Context: an optimization exercise on an open-source flow, tuned for small area, a short achievable clock period and few clock cycles per item. The choices shown serve that exercise and are no tape-out recipe. Where RTL was checked, it was by simulation tests only, not by an equivalence proof against the original.

Design execute_divide, start of the top module:
module execute_divide(input wire              clk,
                      input wire              reset,
                      input wire              enable,
                      input wire 	      unsigned_div,
                      output wire             done,
                      input wire [32-1:0] in_a,
                      input wire [32-1:0] in_b,
                      output reg [32-1:0] out,
                      output reg              ov
                      );
Size in the first run: ~1200 cells after synthesis, ~110 flip-flops.
clock: 7.0 ns
lec_check: 0
cap_margin: 20
core_margin: 2
core_utilization: 40
setup_slack_margin: 4
slew_margin: 20
run.sh (not shown) runs the stock make flow with config.mk's settings and CLKGATE_MAP_FILE= SYNTH_SCRIPT=/design/flow/synth_recipe.tcl, a recipe that flattens the netlist after the stock synthesis.
The starting point finished with timing, DRC and antenna clean.
Testbench counts at the start, summed over its fixed seeds: cycles 31,511, items 3,200.
Then changed:
- SETUP_SLACK_MARGIN: 4 -> 2.5
Outcome: The changed run finished clean; global-route usage goes down by 1.9 points; synthesized cell count stays the same; synthesized area stays the same; clock-buffer cell count stays the same; sequential share of layout area rose by 2.5 points; maximum frequency fell by 1.4%; setup slack is worse by 63 ps; wire length went down by 6.9%; first-iteration DRC count went up by 15%.


lane 1:
The RTL this note starts from:
==> flow/design.v <==
module execute_divide(input wire              clk,
                      input wire              reset,
                      input wire              enable,
                      input wire 	      unsigned_div,
                      output wire             done,
                      input wire [32-1:0] in_a,
                      input wire [32-1:0] in_b,
                      output reg [32-1:0] out,
                      output reg              ov
                      );
   reg                                         st_idle;
   reg                                         st_neg;
   reg                                         st_prep;
   reg                                         st_iter;
   reg                                         st_zero;
   reg                                         st_done;
   reg [32:0]                                  R;      
   reg [31:0]                                  D;      
   reg [4:0]                                   lza;    
   reg [4:0]                                   lzb;    
   reg                                         b_neg;  
   reg                                         sub;    
   reg                                         negate;  
   reg                                         inv_q;   
   function [4:0] lzc(input [31:0] x);
      reg [31:0] y;
      reg [3:0]  q;
      reg [7:0]  nz;
      reg [15:0] l;
      reg        found;
      integer    g;
      begin
         y = x | 32'h1;
         for (g = 0; g < 8; g = g + 1) begin
            q = y[4*g +: 4];
            nz[g] = |q;
            l[2*g +: 2] = q[3] ? 2'd0 : q[2] ? 2'd1 : q[1] ? 2'd2 : 2'd3;
         end
         lzc = 5'd31;
         found = 0;
         for (g = 7; g >= 0; g = g - 1)
           if (!found && nz[g]) begin
              lzc = {3'd7 - g[2:0], l[2*g +: 2]};
              found = 1;
           end
      end
   endfunction
   function [32:0] add33(input [32:0] x, input [32:0] y, input c);
      reg [33:0] g, p, gn, pn, p0;
      integer    i, lvl, d;
      begin
         g = {x & y, c};
         p0 = {x ^ y, 1'b0};
         p = p0;
         for (lvl = 0; lvl < 6; lvl = lvl + 1) begin
            d = 1 << lvl;
            gn = g; pn = p;
            for (i = 0; i < 34; i = i + 1)
              if (i >= d) begin
                 gn[i] = g[i] | (p[i] & g[i-d]);
                 pn[i] = p[i] & p[i-d];
              end
            g = gn; p = pn;
         end
         add33 = p0[33:1] ^ g[32:0];
      end
   endfunction
   wire        a_neg = !unsigned_div && in_a[31];
   wire        b_negi = !unsigned_div && in_b[31];
   wire        b_zero = (in_b == 32'h0);
   wire        s_ovf = !unsigned_div && (in_a == 32'h80000000) &&
               (in_b == 32'hffffffff);
   wire [31:0] t_a = in_a ^ {!unsigned_div && in_a[31], in_a[31:1]};
   wire [31:0] t_b = in_b ^ {!unsigned_div && in_b[31], in_b[31:1]};
   wire [4:0]  lz_a = lzc(t_a);
   wire [4:0]  lz_b = lzc(t_b);
   reg  [31:0] a_clear;    
   integer     k;
   always @(*) begin
      a_clear[31] = !t_a[31];
      for (k = 30; k >= 0; k = k - 1)
        a_clear[k] = a_clear[k+1] && !t_a[k];
   end
   wire        a_short = |(t_b & a_clear) && !a_neg;
   wire [4:0]  lza_in = b_zero ? {3'b0, !unsigned_div && in_a[31],
                                  !unsigned_div && !in_a[31]} : lz_a;
   wire [32:0] dsub = {b_neg && !st_neg, D};
   wire [32:0] sum = add33(R, sub ? ~dsub : dsub, sub || st_neg);
   wire        ge = !sum[32];
   wire [4:0]  sg = lzb & ~lza;
   wire [4:0]  sp = lzb ^ ~lza;
   wire [4:0]  sc = {sg[3] | (sp[3] & sg[2]) | (sp[3] & sp[2] & sg[1]) |
                     (sp[3] & sp[2] & sp[1] & sg[0]) | (sp[3] & sp[2] & sp[1] & sp[0]),
                     sg[2] | (sp[2] & sg[1]) | (sp[2] & sp[1] & sg[0]) | (sp[2] & sp[1] & sp[0]),
                     sg[1] | (sp[1] & sg[0]) | (sp[1] & sp[0]),
                     sg[0] | sp[0],
                     1'b1};
   wire [4:0]  shamt = sp ^ sc;
   wire        f = 1'b0;
   wire [31:0] sh0 = shamt[0] ? {D[30:0], f} : D;
   wire [31:0] sh1 = shamt[1] ? {sh0[29:0], {2{f}}} : sh0;
   wire [31:0] sh2 = shamt[2] ? {sh1[27:0], {4{f}}} : sh1;
   wire [31:0] sh3 = shamt[3] ? {sh2[23:0], {8{f}}} : sh2;
   wire [31:0] sh4 = shamt[4] ? {sh3[15:0], {16{f}}} : sh3;
   always @(posedge clk) begin
      st_idle 	<= reset || !enable;
      st_neg 	<= !reset && enable && st_idle && !a_short && a_neg;
      st_prep 	<= !reset && enable && ((st_idle && !a_short && !a_neg) || st_neg);
      st_iter 	<= !reset && enable && ((st_prep && ge) || (st_iter && lza != 0));
      st_zero 	<= !reset && enable && st_prep && !ge && inv_q;
      st_done 	<= !reset && enable && ((st_idle && a_short) || (st_prep && !ge && !inv_q) || st_zero ||
                                        (st_iter && lza == 0) || st_done);
   end
   always @(posedge clk) begin
      lza 	<= st_idle ? lza_in : st_prep ? shamt : lza - 1;
      lzb 	<= lz_b;
      D 	<= st_idle ? (a_neg ? 32'h0 : in_b) :
                   st_neg ? in_b :
                   st_prep ? sh4 :
                   {b_neg, D[31:1]};
      if (st_idle) begin
         R 	<= {1'b0, a_neg ? ~in_a : in_a};
         sub 	<= !a_neg && !b_negi;
      end else if (!st_prep || negate) begin
         R 	<= sum;
         sub 	<= sum[32] ^ !b_neg;
      end
      out 	<= (st_idle || st_zero) ? 32'h0 :
                   st_prep ? {32{inv_q}} :
                   {out[30:0], ge ^ inv_q};
      if (st_idle) begin
         b_neg 	<= b_negi;
         negate <= a_neg ^ b_negi;
         inv_q 	<= (a_neg ^ b_negi) || s_ovf;
         ov 	<= b_zero || s_ovf;
      end
   end
   assign done = st_done;
endmodule  
clock: 7.0 ns
lec_check: 0
cap_margin: 20
core_margin: 2
core_utilization: 55
cts_buf_list: sky130_fd_sc_hd__clkbuf_8
place_density: 0.75
setup_slack_margin: 3.6
slew_margin: 20
Testbench counts of lane 1, summed over its fixed seeds: cycles 32,040, items 3,200.
## Diff of input files: lane 2 against lane 1
- CORE_UTILIZATION changed from 55 to 40
- PLACE_DENSITY removed (was 0.75)
- SETUP_SLACK_MARGIN changed from 3.6 to 3.9
- CTS_BUF_LIST removed (was sky130_fd_sc_hd__clkbuf_8)
### Flow results
For the slew at the pin with the worst max-slew slack, lane 2 came in 0.079 ns higher than lane 1 did.
Looking at biggest fanout along the worst timing path, lane 2 sits below lane 1.
Looking at routed length per placed instance, lane 2 sits 2.1% higher than lane 1 does.
Delta (lane 2 minus lane 1): wire length +3700 µm; hold slack -0.0099 ns; critical path depth +4; fraction of area in registers -2.3 points.
As of lane 2, number of global-route vias before repair had risen by a few percent compared to lane 1.
Lane 2 gives more area of all placed cells without fillers than lane 1 did.
Setup changes, lane 2 to lane 3
- CTS_BUF_LIST: unset -> sky130_fd_sc_hd__clkbuf_8
- SETUP_SLACK_MARGIN: 3.9 -> 3.5
- CORE_UTILIZATION: 40 -> 55
- PLACE_DENSITY: unset -> 0.75
==> comparison <==
Compared to lane 2, the routing of lane 3 uses less wire.
Lane 3 vs. lane 2: number of filler instances in the final layout went down by 30%.
Against lane 2, non-clock buffer count in lane 3 fell by more than a quarter.
Worst setup path endpoint = out[0]$_SDFF_PP0_: lane 2; worst setup path endpoint = R[20]$_DFFE_PP_: lane 3
Design area in lane 3 is 13% lower than in lane 2
Per the comparison of lane 3 with lane 2, post-layout worst setup margin lost 0.14 ns; count of placed standard cells in the final layout, fillers left out went down; fmax now sits lower.


== run A ==
Starts from the design.v that is shown in full above.
Settings: LEC_CHECK=0, CAP_MARGIN=20, CORE_MARGIN=2, CORE_UTILIZATION=55, PLACE_DENSITY=0.75, SETUP_SLACK_MARGIN=3.5, SLEW_MARGIN=20; clock period 7.0 ns.
Run A finished every stage and its layout cleared the timing, DRC and antenna checks.
Testbench counts of run A, summed over its fixed seeds: cycles 32,040, items 3,200.
Input-level comparison between run B and run A:
- a deleted PLACE_DENSITY that had been 0.75
- a change of CORE_UTILIZATION from 55 to 40
Notes after the runs:
- Synthesized cell count: run B vs run A identical
- Fraction of met1 tracks used by global routing in run B is 8.8 points lower than in run A
- Run B vs. run A: final worst slack shrank by 0.021 ns; number of synthesized flops with an enable pin held steady.
- Routed wire in run B totals more than in run A.
- Worst-margin pin slew: run B vs run A up 0.021 ns
### run B -> run C
- CORE_UTILIZATION: 40 -> 65
- PLACE_DENSITY: unset -> 0.85
Findings:
Between run C and run B, it is run C whose share of the core filled with cells in the final layout is higher, by 31 points. Against run B as the reference, run C delivers a lower setup slack. In run C the combined buffer and inverter count along the critical path turned out 1 higher than in run B. On first-pass GRT wire length: between run C and run B, it ends up higher for run B. Run C ends up with higher first-pass iteration count of the detailed router than run B does. Fmax: run C lower than run B.
> inputs changed (run C -> run D)
- CTS_BUF_LIST: unset -> sky130_fd_sc_hd__clkbuf_4 sky130_fd_sc_hd__clkbuf_8
- CORE_UTILIZATION: 65 -> 55
- PLACE_DENSITY: 0.85 -> 0.75
Findings:
Run D reached the end of the flow, and the finished layout is clean on the timing, DRC and antenna checks.
Against run C, width of the die in run D rose by a little under 10%.
Per the comparison of run D with run C, number of iterations in the first detailed-routing pass lost 1; worst hold slack lost 0.0055 ns; sequential cell area neither gained nor lost much.
Looking at critical path depth, run D sits 3 lower than run C does.
[compare] base=run C new=run D: count of clock-buffer cells in the layout was more or less identical, initial standard-cell utilization of the core went down by 10 points, standard-cell row count went up by 4.


## v6
// execute_divide: RTL as listed in full above, without the edits since
clock: 7.0 ns
lec_check: 0
cap_margin: 20
core_margin: 2
core_utilization: 55
place_density: 0.75
setup_slack_margin: 3.5
slew_margin: 20
tns_end_percent: 10
Testbench counts of v6, summed over its fixed seeds: cycles 32,040, items 3,200.
--- input diff v6..v7 ---
diff --git a/flow/config.mk b/flow/config.mk
--- a/flow/config.mk
+++ b/flow/config.mk
@@ -9,6 +9,4 @@
 export CORE_MARGIN = 2
-export CORE_UTILIZATION = 55
-export PLACE_DENSITY = 0.75
-export SETUP_SLACK_MARGIN = 3.5
+export CORE_UTILIZATION = 40
+export SETUP_SLACK_MARGIN = 3.7
 export SLEW_MARGIN = 20
-export TNS_END_PERCENT = 10
### Flow results
- In summary, v7 completed successfully, with a layout that passed the timing, DRC and antenna checks.
- v6 finished all stages; the layout is clean.
- | worst-case clock skew | v7 vs v6 | ≈ equal |
- Post-detailed-placement half-perimeter wirelength (v6 / v7): 0.916
- Compared v6 against v7; area used by sequential logic in the layout within noise.


== pepper ==
Another version of the RTL of execute_divide (not shown whole).
Size in the first run: roughly 1,200 cells after synthesis, roughly 110 flip-flops, roughly 0.010 mm^2 of cells after synthesis.
==> flow/design.v (excerpt) <==
module execute_divide(input wire              clk,
                      input wire              reset,
                      input wire              enable,
                      input wire 	      unsigned_div,
                      output wire             done,
                      input wire [32-1:0] in_a,
                      input wire [32-1:0] in_b,
                      output reg [32-1:0] out,
                      output reg              ov
                      );
export LEC_CHECK = 0
export CAP_MARGIN = 20
export CORE_MARGIN = 2
export CORE_UTILIZATION = 40
export SETUP_SLACK_MARGIN = 2.5
export SLEW_MARGIN = 20
create_clock -name core_clock -period 7.0 [get_ports {clk}]
pepper reached the end of the flow, and the finished layout is clean on the timing, DRC and antenna checks.
For indigo, these inputs were changed with respect to pepper:
Settings: SETUP_SLACK_MARGIN removed (was 2.5).
==> run summary <==
Compared with pepper, in indigo number of violations of the max-capacitance limit flat, final cell count flat.
indigo completed; timing, DRC and antenna clean
[indigo] worst hold slack across all endpoints rose 3.7 ps relative to pepper
indigo ends up with a arrival time reported for the critical path endpoint that is 170 ps higher than in pepper.
indigo ends up with a headroom to the max-slew limit that is 1.2 points lower than in pepper.
Post-synthesis to final-layout area growth down 0.21 points in indigo wrt pepper
pepper → indigo: final worst-path cycle share increased by 2.4 points relative to the old numbers; total overflow reported by the global router closely matched the old numbers; total wirelength of the detailed-routed design decreased by 0.61% relative to the old numbers.
From indigo to pepper, number of H-tree branching levels did not move at all.
Looking at indigo and pepper, the utilization is a wash.
No run of this note included a check of the RTL's function; only the layout flow was run.


rev 12:
Another version of the RTL of execute_divide (not shown whole).
For scale: roughly 1,400 cells after synthesis, ~120 flip-flops, roughly 100 I/O pins, roughly 12,000 sq um of cells after synthesis.
==> flow/design.v (excerpt) <==
module execute_divide(input wire              clk,
                      input wire              reset,
                      input wire              enable,
                      input wire 	      unsigned_div,
                      output wire             done,
                      input wire [32-1:0] in_a,
                      input wire [32-1:0] in_b,
                      output reg [32-1:0] out,
                      output reg              ov
                      );
make LEC_CHECK=0 CAP_MARGIN=20 CORE_MARGIN=2 CORE_UTILIZATION=40 SLEW_MARGIN=20 finish   # period 7.0 ns
Rev 12 went all the way through synthesis, placement and routing and the layout is clean on timing, DRC and antenna.
Testbench counts of rev 12, summed over its fixed seeds: cycles 31,700, items 3,200.
What rev 13 does differently from rev 12 at the input level:
# rev 12
export LEC_CHECK = 0
export CAP_MARGIN = 20
export CORE_MARGIN = 2
export CORE_UTILIZATION = 40
export SLEW_MARGIN = 20
create_clock -name core_clock -period 7.0 [get_ports {clk}]
# rev 13
export LEC_CHECK = 0
export CAP_MARGIN = 20
export CORE_MARGIN = 2
export CORE_UTILIZATION = 40
export SETUP_SLACK_MARGIN = 4.2
export SLEW_MARGIN = 20
create_clock -name core_clock -period 7.0 [get_ports {clk}]
The routed via count divided by cell count in rev 13 sits 0.29 above the value recorded for rev 12.
In rev 13 the final cell count turned out about 11% higher than in rev 12.
Rev 13 -> rev 12: clock-pin transition on the worst setup and hold timing paths flat
Rev 12 -> rev 13: number of antenna violations at the first check in global routing delta 0, exact match


the previous run:
Another version of the RTL of execute_divide (not shown whole).
Size: roughly 120 flip-flops, about 100 I/O pins, about 11000 sq um of cells after synthesis.
clock: 7.0 ns
lec_check: 0
cap_margin: 20
core_margin: 2
core_utilization: 55
cts_buf_list: sky130_fd_sc_hd__clkbuf_8
place_density: 0.75
setup_slack_margin: 3.5
slew_margin: 20
The previous run: PASS, flow complete, no timing, DRC or antenna violations
--- input diff the previous run..the current run ---
Settings: clearing PLACE_DENSITY, which used to be 0.75; swapping 55 for 40 in CORE_UTILIZATION; clearing CTS_BUF_LIST, which used to be sky130_fd_sc_hd__clkbuf_8.
### Flow results
From the previous run to the current run the numbers moved as follows: effective utilization at floorplan decreased by 15 points relative to the old numbers; clock network contribution to total cell area increased by 1.0 points relative to the old numbers; end-of-flow core utilization decreased by 18 points relative to the old numbers.
The previous run vs the current run, critical path start-end classification: flop to flop vs input pin to flop
Delta (the current run minus the previous run): die area picked up an extra 36%.
Run comparison: the current run capture point of the worst path st_done$_DFF_P_; the previous run capture point of the worst path R[25]$_DFF_P_
The current run vs. the previous run: total routed wirelength +about 3%, worst hold slack up 0.0038 ns.
Function was not checked in any run of this note: the RTL went through the layout flow alone.

==> static timing again, ports no longer ideal <==
No port has a modelled driver above. Below, the same layouts with a new extraction and two added sets of constraints.
Step 1 sets driving cells, clkbuf_16 on the clock port and buf_2 on the other inputs (assumed; they add their load-dependent delay and slew).
Step 2, shift: input delay + t, output delay - t, t = (earliest + latest rising clock arrival at the registers) / 2. This alone moves slack from input paths to output paths.
a / b / c = no drivers / after step 1 / after step 2; a / b = the first two.
run	t, ns	slack for setup (ns)	latest minus earliest clock arrival (ns)	pins driven straight from the clock port
the first run of note 1	0.415	2.700 / 2.715 / 2.300	0.016 / 0.016	1
the second run of note 1	0.405	2.637 / 2.658 / 2.252	0.015 / 0.015	1
lane 1	0.492	3.577 / 3.577 / 3.152	0.017 / 0.018	1
lane 2	0.477	3.658 / 3.658 / 3.306	0.011 / 0.011	1
lane 3	0.506	3.515 / 3.515 / 3.068	0.019 / 0.019	1
run A	0.482	3.506 / 3.506 / 3.060	0.012 / 0.012	1
run B	0.478	3.485 / 3.485 / 3.120	0.010 / 0.009	1
run C	0.481	3.326 / 3.326 / 2.952	0.011 / 0.012	1
run D	0.506	3.515 / 3.515 / 3.068	0.019 / 0.019	1
v6	0.479	3.421 / 3.421 / 3.026	0.011 / 0.012	1
v7	0.475	3.715 / 3.672 / 3.197	0.011 / 0.012	1
pepper	0.410	2.645 / 2.673 / 2.263	0.017 / 0.016	1
indigo	0.411	2.476 / 2.504 / 2.092	0.016 / 0.015	1
rev 12	0.475	2.398 / 2.348 / 2.544	0.010 / 0.010	1
rev 13	0.488	3.419 / 3.366 / 3.434	0.014 / 0.014	1
the previous run	0.507	3.514 / 3.514 / 3.025	0.017 / 0.016	1
the current run	0.474	3.504 / 3.525 / 3.051	0.013 / 0.013	1
After both steps setup and hold are still met in every run listed. The setup slack of v7, which loses most, moves by -0.043 ns with the drivers and by -0.518 ns with both steps.
